What follows belongs to an exercise in optimizing a design on an open flow for small area, a short achievable clock period and few clock cycles per item; a production flow would make more cautious choices. In this exercise RTL edits were held to simulation tests only and were not proved equivalent to the original. Power figures rest on the tool's default switching activity, not on a simulated workload.

<file path="flow/design.v">
module Reg_0 (
  input  wire        clk,
  input  wire        rst,
  input  wire        en_0,
  input  wire [15:0] d_in,
  output reg  [15:0] q,
  output wire [15:0] d_out
);
  assign d_out = en_0 ? d_in : q;
  always @(posedge clk or posedge rst) begin
    if (rst)
      q <= 16'b0;
    else
      q <= d_out;
  end
endmodule
module mux (
  input  wire [2:0]  sel,
  input  wire        imm_sel,
  input  wire [7:0]  imm,
  input  wire [15:0] d0, d1, d2, d3, d4, d5, d6, d7,
  output wire [15:0] out
);
  wire [7:0] oh = imm_sel ? 8'b0 : (8'b1 << sel);
  assign out = ({16{oh[0]}} & d0) | ({16{oh[1]}} & d1) | ({16{oh[2]}} & d2) |
               ({16{oh[3]}} & d3) | ({16{oh[4]}} & d4) | ({16{oh[5]}} & d5) |
               ({16{oh[6]}} & d6) | ({16{oh[7]}} & d7) |
               {8'b0, imm_sel ? imm : 8'b0};
endmodule
module ARITHM (
  input  wire [15:0] in_a,
  input  wire [15:0] in_b,
  input  wire [2:0]  select,
  output wire [15:0] alu_out
);
  wire op_add = select == 3'd0;
  wire op_sub = select == 3'd1;
  wire op_and = select == 3'd2;
  wire op_or  = select == 3'd3;
  wire op_xor = select == 3'd4;
  wire op_shl = select == 3'd5;
  wire op_shr = select == 3'd6;
  wire op_cmp = select == 3'd7;
  wire        sub = op_sub | op_cmp;
  wire [15:0] bx  = in_b ^ {16{sub}};
  wire [15:0] g0  = in_a & bx;
  wire [15:0] p0  = in_a ^ bx;
  reg [15:0] g, p, gn, pn;
  integer i, l;
  always @(*) begin
    g = g0; p = p0;
    for (l = 0; l < 4; l = l + 1) begin
      gn = g; pn = p;
      for (i = 0; i < 16; i = i + 1)
        if ((i >> l) & 1) begin
          gn[i] = g[i] | (p[i] & g[((i >> l) << l) - 1]);
          pn[i] = p[i] & p[((i >> l) << l) - 1];
        end
      g = gn; p = pn;
    end
  end
  wire [15:0] c   = {g[14:0] | (p[14:0] & {15{sub}}), sub};
  wire [15:0] sum = p0 ^ c;
  wire        gt  = g[15];               
  wire        eq  = p[15];               
  wire        lt  = ~(g[15] | p[15]);
  wire [15:0] ar;
  wire [15:0] sr;
  genvar k;
  generate
    for (k = 0; k < 16; k = k + 1) begin : rev
      assign ar[k] = op_shl ? in_a[15-k] : in_a[k];
    end
  endgenerate
  assign sr = ar >> in_b[3:0];
  wire big = |in_b[15:4];
  wire [15:0] srl;
  generate
    for (k = 0; k < 16; k = k + 1) begin : rev2
      assign srl[k] = sr[15-k];
    end
  endgenerate
  assign alu_out = ({16{op_add | op_sub}} & sum) |
                   ({16{op_and | op_or}} & g0) |
                   ({16{op_or | op_xor}} & p0) |
                   ({16{op_shr & ~big}} & sr) |
                   ({16{op_shl & ~big}} & srl) |
                   {14'b0, op_cmp & lt, op_cmp & gt};
endmodule
module Control_Unit (
  input  wire        rst,
  input  wire [15:0] instruction,
  output wire [7:0]  wr_en,
  output wire        wr_c,
  output wire        use_imm,
  output wire [2:0]  alu_sel,
  output wire        done
);
  wire run = (instruction[1:0] != 2'b10) & ~rst;
  assign done    = run;
  assign wr_c    = run;
  assign wr_en   = {8{run}} & (8'b1 << instruction[15:13]);
  assign use_imm = instruction[0] & ~instruction[1];
  assign alu_sel = instruction[4:2];
endmodule
module top (
  input  wire        clk,
  input  wire        reset,
  input  wire [15:0] instruction,
  output wire        done,
  output wire [15:0] d_out_c,
  output wire [15:0] d_out_0,
  output wire [15:0] d_out_1,
  output wire [15:0] d_out_2,
  output wire [15:0] d_out_3,
  output wire [15:0] d_out_4,
  output wire [15:0] d_out_5,
  output wire [15:0] d_out_6,
  output wire [15:0] d_out_7
);
  wire [7:0]  wr_en;
  wire        wr_c;
  wire        use_imm;
  wire [2:0]  alu_sel;
  wire [15:0] q0, q1, q2, q3, q4, q5, q6, q7, qc;
  wire [15:0] a, b, alu_out;
  Control_Unit control_unit (
    .rst(reset), .instruction(instruction),
    .wr_en(wr_en), .wr_c(wr_c), .use_imm(use_imm), .alu_sel(alu_sel),
    .done(done)
  );
  mux mux_a (.sel(instruction[15:13]), .imm_sel(1'b0), .imm(8'b0),
             .d0(q0), .d1(q1), .d2(q2), .d3(q3), .d4(q4), .d5(q5), .d6(q6), .d7(q7),
             .out(a));
  mux mux_b (.sel(instruction[12:10]), .imm_sel(use_imm), .imm(instruction[12:5]),
             .d0(q0), .d1(q1), .d2(q2), .d3(q3), .d4(q4), .d5(q5), .d6(q6), .d7(q7),
             .out(b));
  ARITHM my_alu (.in_a(a), .in_b(b), .select(alu_sel), .alu_out(alu_out));
  Reg_0 reg0 (.clk(clk), .rst(reset), .en_0(wr_en[0]), .d_in(alu_out), .q(q0), .d_out(d_out_0));
  Reg_0 reg1 (.clk(clk), .rst(reset), .en_0(wr_en[1]), .d_in(alu_out), .q(q1), .d_out(d_out_1));
  Reg_0 reg2 (.clk(clk), .rst(reset), .en_0(wr_en[2]), .d_in(alu_out), .q(q2), .d_out(d_out_2));
  Reg_0 reg3 (.clk(clk), .rst(reset), .en_0(wr_en[3]), .d_in(alu_out), .q(q3), .d_out(d_out_3));
  Reg_0 reg4 (.clk(clk), .rst(reset), .en_0(wr_en[4]), .d_in(alu_out), .q(q4), .d_out(d_out_4));
  Reg_0 reg5 (.clk(clk), .rst(reset), .en_0(wr_en[5]), .d_in(alu_out), .q(q5), .d_out(d_out_5));
  Reg_0 reg6 (.clk(clk), .rst(reset), .en_0(wr_en[6]), .d_in(alu_out), .q(q6), .d_out(d_out_6));
  Reg_0 reg7 (.clk(clk), .rst(reset), .en_0(wr_en[7]), .d_in(alu_out), .q(q7), .d_out(d_out_7));
  Reg_0 regC (.clk(clk), .rst(reset), .en_0(wr_c),     .d_in(alu_out), .q(qc), .d_out(d_out_c));
endmodule
</file>
<file path="flow/flow/run.sh">
#!/bin/bash
# The standard layout (standard.sh) with three changes:
#  - no half/full-adder cell extraction in synthesis (ADDER_MAP_FILE empty), so
#    abc maps the adder's generate/propagate logic with the rest of the logic;
#  - the port buffers are plain buf_1 cells (repair may resize them);
#  - clock tree synthesis inserts no dummy load cells (otherwise the same
#    arguments ORFS builds from config.mk's CTS_BUF_LIST and CTS_CLUSTER_SIZE).
# The synthesis script itself is the standard flow's, so the registers are the standard ones.
set -euo pipefail
export ADDER_MAP_FILE=
export BUFFER_PORTS_ARGS="-buffer_cell sky130_fd_sc_hd__buf_1"
export CTS_ARGS="-sink_clustering_enable -repair_clock_nets -sink_clustering_size 10 -buf_list sky130_fd_sc_hd__clkbuf_8 -dont_use_dummy_load"
bash standard.sh > flow_layout.log 2>&1
</file>
<file path="flow/standard.sh">
#!/bin/bash
# synth_recipe.tcl (not shown) runs the flow's synth.tcl, then flattens the netlist and writes it again
# the make line also repeats each setting of config.mk as NAME=value (left out here)
make -C /OpenROAD-flow-scripts/flow DESIGN_CONFIG=/design/flow/config.mk WORK_HOME=/design/flow/orfs CLKGATE_MAP_FILE= SYNTH_SCRIPT=/design/flow/synth_recipe.tcl "${@:-finish}"
</file>
<file path="flow/config.mk">
export PLATFORM = sky130hd
export DESIGN_NAME = top
export DESIGN_NICKNAME = top
export VERILOG_FILES = /design/flow/design.v
export SDC_FILE = /design/flow/constraint.sdc
export NUM_CORES = 4
export LEC_CHECK = 0
export ABC_AREA = 1
export CAP_MARGIN = 20
export CORE_MARGIN = 2
export CORE_UTILIZATION = 50
export CTS_BUF_LIST = sky130_fd_sc_hd__clkbuf_8
export CTS_CLUSTER_SIZE = 10
export SETUP_SLACK_MARGIN = 0.3
export SLEW_MARGIN = 20
</file>
<file path="flow/constraint.sdc">
create_clock -name core_clock -period 6.0 [get_ports {clk}]
set_input_delay 1.2000 -clock core_clock [delete_from_list [all_inputs] [get_ports {clk}]]
set_output_delay 1.2000 -clock core_clock [all_outputs]
set_load 0.01 [all_outputs]
</file>
==> impl_metrics.toml, run 1 <==
[sta]
final.setup.worst_slack_ns = 0.459
setup_viol = 0
rsz0062_at_grt = "false"
fmax_mhz = 180
worstMarginPinSlew_ns = 0.917
whs_ns = 0.477
finalCriticalPeriod_ns = 5.54
fin_worst_skew_ns = 0.0445
maxSlewViolCount = 0
slew_headroom = 0.389
hold_viol_final = 0
finalCritPeriodShare = 0.924
fin_setup_tns_ns = 0

[final_layout]
nets = 1928
final_common_cell = "nand2_1"
mostFrequentLayoutCells = "868 x nand2_1, 169 x nand3_1, 160 x buf_1"
fill_cells = 2153
drive_above_1_share = 0.0991
num_antenna_cells = 0
syn_to_final_growth_pct = 14.3

[pwr]
ir_drop_mv = 0.228
leakage_nw = 6.35
p_per_area_mw_per_mm2 = 362
finalPower_mw = 4.34

[setup_path]
endpoint = "d_out_4[15]"
cp-start-kind = "primary input"
critical_path_buf_inv_count = 3
cp_cell_sequence = "buf_1 > inv_1 > nand2_2 > nand2_2 > nor2_4 > nand2_1 > nand2_1 > nor2_1 > nand2_4 > nand2_1 > nand3_1 > a21oi_1 > nand2_1 > nand2_1 > nand2_2 > nand2_4 > nand2_1 > nand4_1 > nand3_1 > nand2_4 > nand2_1 > nand2_1 > buf_1"
reg2reg_setup_slack_ns = 2.98
cp-end-kind = "output port"
r2r_cells = 16
slowest_stage = "nor2_1"
critPathTopFamily = "simple AND/OR/NAND/NOR gates"
crit_start = "instruction[1]"
crit_type = "primary input to output port"
crit_arrival_ns = 4.34
path_common_cell = "nand2_1"
critPathMaxStageDelay_ns = 0.32
worst-path-stages = 23
r2r-start = "reg3.q[0]"
path_max_fanout = 19
r2r-end = "reg6.q[1]"
required_ns = 4.80

[routing]
wl_per_cell_um = 20.2
drt_iter0_markers = 1451
drt_pass1_iterations = 6
detail-route-antenna-nets = 0
vias = 12700
viasPerCell = 5.81
routed_wl_um = 44000
drc_errors = 0

[yosys]
synthCells = 1731
synth_ff_type = "dfrtp_1"
ys_seq_area_frac = 0.343
synth-edff-count = 0
synth_nets = 1749
yosys_register_bits = 144
post_synth.cell_area_avg_sq_um = 6.07
ys_types = 42
syn_area_sq_mm = 0.0105
yosysWarnings = 2
async_reset_ff_frac = 1.00

[clock_network]
clockRootBuffer = "clkbuf_8"
cts_sinks = 144
worstSkewPairLatency_ns = 0.47
cts_max_level = 4
cts_buffer_depth = 2
cts_buffers = 17
path_clk_slew_ns = 0.07
cts_tree = "yes"

[placement]
gp_congestion = 1.05
hpwl_um = 33100
pre_cts_ws_ns = 0.339
port-buffer-count = 162

[worst_hold_path]
min-delay-start = "regC.q[7]"
hold_path.class = "register to register"

[global_route]
grt_max_degree = 99
grt_overflow = 0
grt_pass1_vias = 11200
grt_usage = 0.389
grt_pass1_wl_um = 65500
antenna_found_initial = 0

[flow_run]
cap_violations = 0

[floorplan]
start_util = 0.504
rows = 53
die_h_um = 149
fp.coreArea_sq_mm = 0.0208
die_w_um = 149
io_pins = 163
dieArea_sq_mm = 0.0222

[run_status]
outcome = "finished clean"
registers in the layout, indices dropped and copies added, names as in the netlist:
signal / flops
reg2.q: 16
reg1.q: 16
reg4.q: 16
reg3.q: 16
reg5.q: 16
reg0.q: 16
reg6.q: 16
reg7.q: 16
regC.q: 16
metal layers:
layer | routed length (um) | vias to the layer above | GRT usage | part of all wire
met4 | 1770 | 0 | 0.148 | 0.040
met5 | 0 | - | 0 | 0
li1 | - | 5848 | - | -
met1 | 18800 | 5884 | 0.574 | 0.43
met3 | 4680 | 130 | 0.0602 | 0.11
met2 | 18800 | 814 | 0.576 | 0.43
how the worst min path moves through the flow:
stage,to,cells after the start,slack [ns]
after global routing,regC.q[12],2,0.52
after detailed placement,regC.q[15],2,0.46
after CTS,regC.q[7],2,0.48
after global placement,regC.q[15],2,0.46
final,regC.q[7],2,0.48
after floorplan,regC.q[1],2,0.51
layout make-up:
type | count | area, sq um | area share
Clock buffer | 17 | 234 | 0.0195
Inverter | 127 | 487 | 0.0406
Multi-Input combinational cell | 1410 | 6330 | 0.528
Sequential cell | 144 | 3600 | 0.300
Tap cell | 275 | 344 | 0.0287
Timing Repair Buffer | 210 | 1000 | 0.0833
timing repair:
item                       CTS  global route
buffers inserted             0            14
hold buffers                 0             0
setup endpoints to repair    0           144
gates resized for setup      0            47
cells in the mapped netlist (all sizes together) (3+ instances only):
cell | instances | area (sq um)
nor2 | 137 | 653
clkinv | 4 | 15.0
a21oi | 26 | 134
dfrtp | 144 | 3600
nand4 | 33 | 213
nor3 | 15 | 75.1
o211ai | 6 | 45.0
o22ai | 10 | 62.6
inv | 123 | 462
nand3b | 3 | 30.0
buf | 34 | 201
clkbuf | 20 | 75.1
nand2 | 906 | 3500
o21ai | 80 | 404
nand3 | 176 | 916
logic make-up after synthesis:
logic type | after synthesis | synth area share
AOI/OAI and AO/OA | 132 | 0.0690
buffers and inverters | 181 | 0.0717
and+or+nand+nor | 1274 | 0.516
DFF | 144 | 0.343
per-stage QoR:
step	utilization	std cells	cell area, sq um
floorplan	-	1731	10500
global placement	0.550	2148	11500
detailed placement	0.550	2148	11500
CTS	0.561	2165	11700
global route	0.576	2183	12000
finish	0.576	2183	12000
worst reg2reg max path: cells and delay by family (launching register included):
kind / cells / cell delay [ns]
simple gates: 15 / 2.22
flops: 1 / 0.44
compound gates: 1 / 0.22
report_power, final:
| group | leakage (nW) | internal, mW | switching [mW] |
|---|---|---|---|
| sequential | 1.91 | 1.26 | 0.305 |
| combinational | 4.31 | 0.604 | 1.56 |
| clock | 0.122 | 0.251 | 0.365 |
| total | 6.35 | 2.12 | 2.23 |
Testbench counts, summed over its fixed seeds: cycles 3,200, insns 3,200.
==> run 2: changes to the inputs <==
--- a/flow/config.mk
+++ b/flow/config.mk
@@ -12,4 +12,5 @@
 export CTS_BUF_LIST = sky130_fd_sc_hd__clkbuf_8
 export CTS_CLUSTER_SIZE = 10
+export PLACE_DENSITY_LB_ADDON = 0.2
 export SETUP_SLACK_MARGIN = 0.3
 export SLEW_MARGIN = 20
==> run 2 against run 1 <==
  * Count of clock-buffer cells in the layout is the same
  * Sequential share of layout area grew 0.24 points
  * Die area is the same
  * Power shrank 0.74%
  * Utilization shrank 0.46 points
  * Wire length shrank 3.0%
  * Non-clock buffer count shrank 10
  * Sequential power is essentially flat
  * Via count shrank 1.6%
  * Clock power shrank 1%
  * Register-to-register slack gained 0.07 ns
  * Critical path type unchanged
  * Critical endpoint is now d_out_3[0]
  * Highest routed layer unchanged
==> impl_metrics.toml, run 2 <==
[sta]
maxSlewViolCount = 0
finalCritPeriodShare = 0.921
final.setup.worst_slack_ns = 0.475
setup_viol = 0
whs_ns = 0.477
hold_viol_final = 0
fmax_mhz = 181
fin_setup_tns_ns = 0
worstMarginPinSlew_ns = 0.895
fin_worst_skew_ns = 0.0437
finalCriticalPeriod_ns = 5.53
slew_headroom = 0.403
rsz0062_at_grt = "false"

[global_route]
antenna_found_initial = 0
grt_usage = 0.379
grt_pass1_vias = 11100
grt_pass1_wl_um = 63800
grt_max_degree = 100
grt_overflow = 0

[yosys]
synth_top_cell_area_share = 0.343
post_synth.cell_area_avg_sq_um = 6.07
yosys_register_bits = 144
synth.top_cells.by_area = "dfrtp_1 34%, nand2_1 31%, nand3_1 8.1%, nor2_1 3.8%, inv_1 3.5%"
yosysWarnings = 2
synth-adder-area-share = 0
synth_top_family_by_area = "simple AND/OR/NAND/NOR gates"
yosysMostFrequentCell = "nand2_1"
yosys-top-cells-count = "873 x nand2_1, 169 x nand3_1, 144 x dfrtp_1"
ys_seq_area_frac = 0.343
synth-edff-count = 0
ys_types = 42
synth_simple_gate_area_frac = 0.516
synth-xor-area-share = 0
yosysTopAreaCell = "dfrtp_1"
synth_nets = 1749
synthCells = 1731
synth-compound-area-share = 0.0690
yosys-mux-area-fraction = 0
async_reset_ff_frac = 1.00
synth_ff_type = "dfrtp_1"
syn_area_sq_mm = 0.0105

[clock_network]
cts_max_level = 4
cts_buffer_depth = 2
cts_tree = "yes"
hold_buffers = 0
cts_sinks = 144
path_clk_slew_ns = 0.09
worstSkewPairLatency_ns = 0.46
cts_buffers = 17
clockRootBuffer = "clkbuf_8"

[placement]
hpwl_um = 32500
placed_area_sq_mm = 0.0114
port-buffer-count = 162
gp_congestion = 1.11
pre_cts_ws_ns = 0.407
dp.cells = 2144

[final_layout]
nets = 1917
finish.instance_area_sq_mm = 0.0119
final_common_cell = "nand2_1"
fill_cells = 2151
mostFrequentLayoutCells = "870 x nand2_1, 167 x nand3_1, 156 x buf_1"
multiInputGateArea_sq_mm = 0.00630
syn_to_final_growth_pct = 13.4
num_antenna_cells = 0
ff_latch_area_sq_mm = 0.00360
fin_cells = 2172
drive_above_1_share = 0.0986

[floorplan]
fp.coreArea_sq_mm = 0.0208
dieArea_sq_mm = 0.0222
start_util = 0.504
rows = 53
die_w_um = 149
io_pins = 163
die_h_um = 149

[setup_path]
crit_type = "primary input to output port"
crit_arrival_ns = 4.33
r2r_cells = 16
r2r-end = "reg6.q[11]"
path_max_fanout = 9
cp-end-kind = "output port"
required_ns = 4.80
reg2reg_setup_slack_ns = 3.05
cp-start-kind = "primary input"
r2r-start = "reg2.q[11]"

[worst_hold_path]
hold_path.class = "register to register"
min-delay-start = "regC.q[9]"
min_delay_path_depth = 2
hold_end = "regC.q[9]"

[routing]
drc_errors = 0
detail-route-antenna-nets = 0
vias = 12500
drt_pass1_iterations = 6
routed_wl_um = 42700
wl_per_cell_um = 19.7
drt_iter0_markers = 1581
viasPerCell = 5.74

[pwr]
p_per_area_mw_per_mm2 = 362
leakage_nw = 6.30
ir_drop_mv = 0.232

[flow_run]
cap_violations = 0

[run_status]
outcome = "finished clean"
-- run 2: changes by cell type in the layout (fill, tap and decap cells not counted), sizes merged --
cell and delta:
buf -14, clkbuf +4, clkinvlp +2, clkinv -1
inv -1, nor2 -1
-- run 2: metrics by stage --
step                      power (mW)   util
after floorplan                 2.79      -
after global placement          3.56  0.548
after detailed placement        3.58  0.548
after CTS                       4.19  0.559
after global routing            4.57  0.572
final                           4.31  0.572
-- run 2: area by class of cell --
class / count / area share
repair buffers: 200 / 0.0777
clock buffers: 17 / 0.0197
flip-flops and latches: 144 / 0.303
multi-input cells: 1409 / 0.530
well taps: 275 / 0.0289
inverters: 127 / 0.0415
-- run 2: how the worst max path moves through the flow --
stage	endpoint	slack, ns	startpoint
floorplan	reg0.q[0]	0.93	reset
global placement	d_out_0[11]	0.40	instruction[1]
detailed placement	d_out_0[11]	0.41	instruction[1]
CTS	d_out_0[10]	0.41	instruction[1]
global route	d_out_2[15]	0.30	instruction[1]
finish	d_out_3[0]	0.47	instruction[11]
-- run 2: power by group --
part           internal (mW)  total [mW]  switching, mW
clock                  0.250       0.608          0.358
combinational          0.603        2.15           1.54
sequential              1.26        1.56          0.294
-- run 2: logic make-up (layout without fill, tap and decap cells) --
group | Yosys count | in the layout
buf+inv | 181 | 344
flops | 144 | 144
compound gates | 132 | 132
simple gates | 1274 | 1277
-- run 2: layer usage --
metal	vias up	routed length, um	global-route usage
li1	5819	-	-
met1	5769	17600	0.532
met2	789	18300	0.567
met3	100	5130	0.0933
met4	0	1640	0.141
met5	-	0	0
-- run 2: critical path: stages --
cell      delay (ns)
clkbuf_2        0.21
inv_2           0.08
nor2_2          0.28
nand3_1         0.27
o21ai_0         0.38
nor2_1          0.10
nand2_1         0.11
nand2_1         0.07
nand3_1         0.17
nand2_1         0.15
inv_1           0.11
nand2_1         0.07
nor2_1          0.18
a21oi_1         0.16
a21o_1          0.19
nand2_2         0.22
nand2_1         0.09
nand2_1         0.09
buf_1           0.16
-- run 2: repair_timing --
| item | in CTS | in global routing |
|---|---|---|
| setup endpoints to repair | 0 | 142 |
| resized for setup | 0 | 51 |
| buffers inserted | 0 | 8 |
==> run 3: changes to the inputs <==
==> flow/flow/run.sh (replaced) <==
#!/bin/bash
# The standard layout (standard.sh) with four changes:
#  - no half/full-adder cell extraction in synthesis (ADDER_MAP_FILE empty), so
#    abc maps the adder's generate/propagate logic with the rest of the logic;
#  - abc sizes its gates for a 2 fF load (ABC_LOAD_IN_FF, 5 in the platform);
#  - the port buffers are plain buf_1 cells (repair may resize them);
#  - clock tree synthesis inserts no dummy load cells (otherwise the same
#    arguments ORFS builds from config.mk's CTS_BUF_LIST and CTS_CLUSTER_SIZE).
# The synthesis script itself is the standard flow's, so the registers are the standard ones.
set -euo pipefail
W=$(pwd)
export ADDER_MAP_FILE=
export BUFFER_PORTS_ARGS="-buffer_cell sky130_fd_sc_hd__buf_1"
export CTS_ARGS="-sink_clustering_enable -repair_clock_nets -sink_clustering_size 10 -buf_list sky130_fd_sc_hd__clkbuf_8 -dont_use_dummy_load"
sed "s#CLKGATE_MAP_FILE= #CLKGATE_MAP_FILE= ABC_LOAD_IN_FF=2 #" "$W/standard.sh" > "$W/standard_load.sh"
grep -q "ABC_LOAD_IN_FF=2" "$W/standard_load.sh"
bash "$W/standard_load.sh" > flow_layout.log 2>&1
==> run 3 against run 2 <==
  * Still clean
  * Sequential power hardly changed
  * Register-to-register slack improved by 0.11 ns
  * Sequential share of layout area up 0.19 points
  * Count of clock-buffer cells in the layout is the same
  * Wire length shrank 0.39%
  * Clock power down 1%
==> impl_metrics.toml, run 3 <==
[run_status]
outcome = "finished clean"

[yosys]
post_synth.cell_area_avg_sq_um = 6.02
ys_seq_area_frac = 0.346
yosysMostFrequentCell = "nand2_1"
synth-xor-area-share = 0
synth-adder-area-share = 0
synth_simple_gate_area_frac = 0.514
synthCells = 1731
async_reset_ff_frac = 1.00
synth.top_cells.by_area = "dfrtp_1 35%, nand2_1 32%, nand3_1 7.9%, nor2_1 4.1%, inv_1 4.0%"
syn_area_sq_mm = 0.0104
synth_top_family_by_area = "simple AND/OR/NAND/NOR gates"
ys_types = 38
yosys-mux-area-fraction = 0
synth_nets = 1749
synth-compound-area-share = 0.0688
synth_top_cell_area_share = 0.346
yosys_register_bits = 144
yosys-top-cells-count = "881 x nand2_1, 165 x nand3_1, 144 x dfrtp_1"
yosysTopAreaCell = "dfrtp_1"
synth_ff_type = "dfrtp_1"
yosysWarnings = 2
synth-edff-count = 0

[routing]
wl_met2_um = 18100
detail-route-antenna-nets = 0
wl_met3_um = 4630
vias = 12500
drc_errors = 0
drt_pass1_iterations = 9
top_layer_used = "met4"
routed_wl_um = 42500
viasPerCell = 5.76
met1_length_um = 17800
drt_iter0_markers = 1450
wl_per_cell_um = 19.5

[sta]
finalCritPeriodShare = 0.922
rsz0062_at_grt = "true"
setup_viol = 0
slew_headroom = 0.394
fin_setup_tns_ns = 0
fmax_mhz = 181
finalCriticalPeriod_ns = 5.53
hold_viol_final = 0
fin_worst_skew_ns = 0.0443
worstMarginPinSlew_ns = 0.909
maxSlewViolCount = 0
whs_ns = 0.475

[floorplan]
die_h_um = 148
io_pins = 163
dieArea_sq_mm = 0.0220
start_util = 0.512
die_w_um = 148
fp.coreArea_sq_mm = 0.0204
rows = 52

[pwr]
finalPower_mw = 4.27
ir_drop_mv = 0.225
p_int_mw = 2.11
power_frac_comb = 0.492
switching_share = 0.505
p_per_area_mw_per_mm2 = 361
leakage_nw = 6.28
clock_power_share = 0.141
seqPwrFrac = 0.367
switching_power_mw = 2.16

[clock_network]
hold_buffers = 0
clockRootBuffer = "clkbuf_8"
cts_sinks = 144
path_clk_slew_ns = 0.06
cts_max_level = 4
worstSkewPairLatency_ns = 0.48
cts_tree = "yes"
cts_buffers = 17
cts_buffer_depth = 2

[setup_path]
crit_arrival_ns = 4.33
required_ns = 4.80
cp-end-kind = "output port"
cp-start-kind = "primary input"
crit_type = "primary input to output port"
path_max_fanout = 15

[final_layout]
drive_above_1_share = 0.0870
final_common_cell = "nand2_1"
nets = 1927
num_antenna_cells = 0
fin_cells = 2177
mostFrequentLayoutCells = "880 x nand2_1, 164 x nand3_1, 157 x buf_1"
syn_to_final_growth_pct = 13.5

[placement]
hpwl_um = 33100
port-buffer-count = 162
dp.cells = 2156
gp_congestion = 1.08

[flow_run]
cap_violations = 0

[global_route]
grt_pass1_wl_um = 64700
grt_max_degree = 99
antenna_found_initial = 0
grt_overflow = 0
grt_pass1_vias = 11200
grt_usage = 0.384

[worst_hold_path]
hold_path.class = "register to register"
run 3: cell types whose count changed in the layout (fill, tap and decap cells not counted), sizes merged:
cell    change
clkbuf      -1
buf        +14
nand2       -2
nor2        -1
run 3: power groups by stage:
stage	clock network [mW]	registers (mW)	logic (mW)
global placement	0	1.55	2.02
global route	0.638	1.59	2.31
detailed placement	0	1.56	2.03
CTS	0.606	1.54	2.04
finish	0.602	1.57	2.10
floorplan	0	1.43	1.34
run 3: metal layers:
layer / vias up / GRT usage
li1: 5841 / -
met1: 5759 / 0.547
met2: 808 / 0.560
met3: 124 / 0.0834
met4: 0 / 0.175
met5: - / 0
run 3: cell type report:
cell class	count	area [sq um]
sequential	144	3600
multi-input combinational	1406	6160
inverter	127	489
clock buffer	17	234
timing repair buffer	213	1010
tap	270	338
fill	2088	8530
run 3: critical path: stages:
cell     delay [ns]
buf_1          0.12
buf_4          0.25
nand2_4        0.12
nor2_2         0.43
nand2_1        0.11
nand3_1        0.11
nor2_1         0.07
nand2_1        0.11
nand2_1        0.07
nand3_1        0.14
nand2_1        0.15
nor2_1         0.12
nand2_1        0.09
nor2_4         0.24
nand3_1        0.16
nand4_1        0.14
nand3_2        0.11
nand2_4        0.19
nand2_1        0.08
nand2_1        0.10
buf_1          0.19
run 3: kinds of logic (layout without fill, tap and decap cells):
family | Yosys count | in the layout
buf+inv | 181 | 357
flops | 144 | 144
simple gates | 1274 | 1274
compound gates | 132 | 132
run 3: what timing repair did:
action / 4_1_cts / 5_1_grt
resized for setup: 0 / 29
endpoints found under the setup margin: 0 / 140
buffers inserted: 0 / 4
run 3: per-stage QoR:
step                      setup slack (ns)  utilization  cell area [sq um]
after CTS                            0.440        0.575              11700
after global routing                 0.288        0.581              11800
after floorplan                      0.934            -              10400
after detailed placement             0.448        0.563              11500
final                                0.470        0.581              11800
after global placement               0.443        0.563              11500
run 3: path summary, 6_finish.rpt:
path / from / to / slack (ns) / cells past startpoint
hold reg to reg: regC.q[0] / regC.q[0] / 0.47 / 2
max in group asynchronous: reset / reg0.q[4] / 3.89 / 3
setup / recovery: instruction[12] / d_out_7[15] / 0.47 / 21
min in group asynchronous: reset / reg1.q[15] / 0.95 / 2
hold / removal: regC.q[0] / regC.q[0] / 0.47 / 2
setup reg to reg: reg2.q[9] / reg0.q[4] / 3.16 / 18

static timing again, ports no longer ideal:
The results above use ideal ports. As a check the final layouts listed here were re-extracted and re-timed, cells and wires unchanged. Step 1: set_driving_cell puts a clkbuf_16 on clk and a buf_2 on each other input, an assumption about the parent block. Step 2, shift: input delay + t, output delay - t, t = (earliest + latest rising clock arrival at the registers) / 2. This alone moves slack from input paths to output paths. a / b / c = ideal / step 1 / step 2; a / b = the first two.
| run | t (ns) | setup slack, ns | cell pins on the clock port's net |
|---|---|---|---|
| run 1 | 0.491 | 0.459 / 0.415 / 0.415 | 1 |
| run 2 | 0.488 | 0.475 / 0.440 / 0.440 | 1 |
| run 3 | 0.502 | 0.470 / 0.445 / 0.445 | 1 |
After both steps setup and hold are still met in every run listed. For run 1, which loses most, drivers alone change the setup slack by -0.044 ns; drivers and shift together by -0.044 ns.
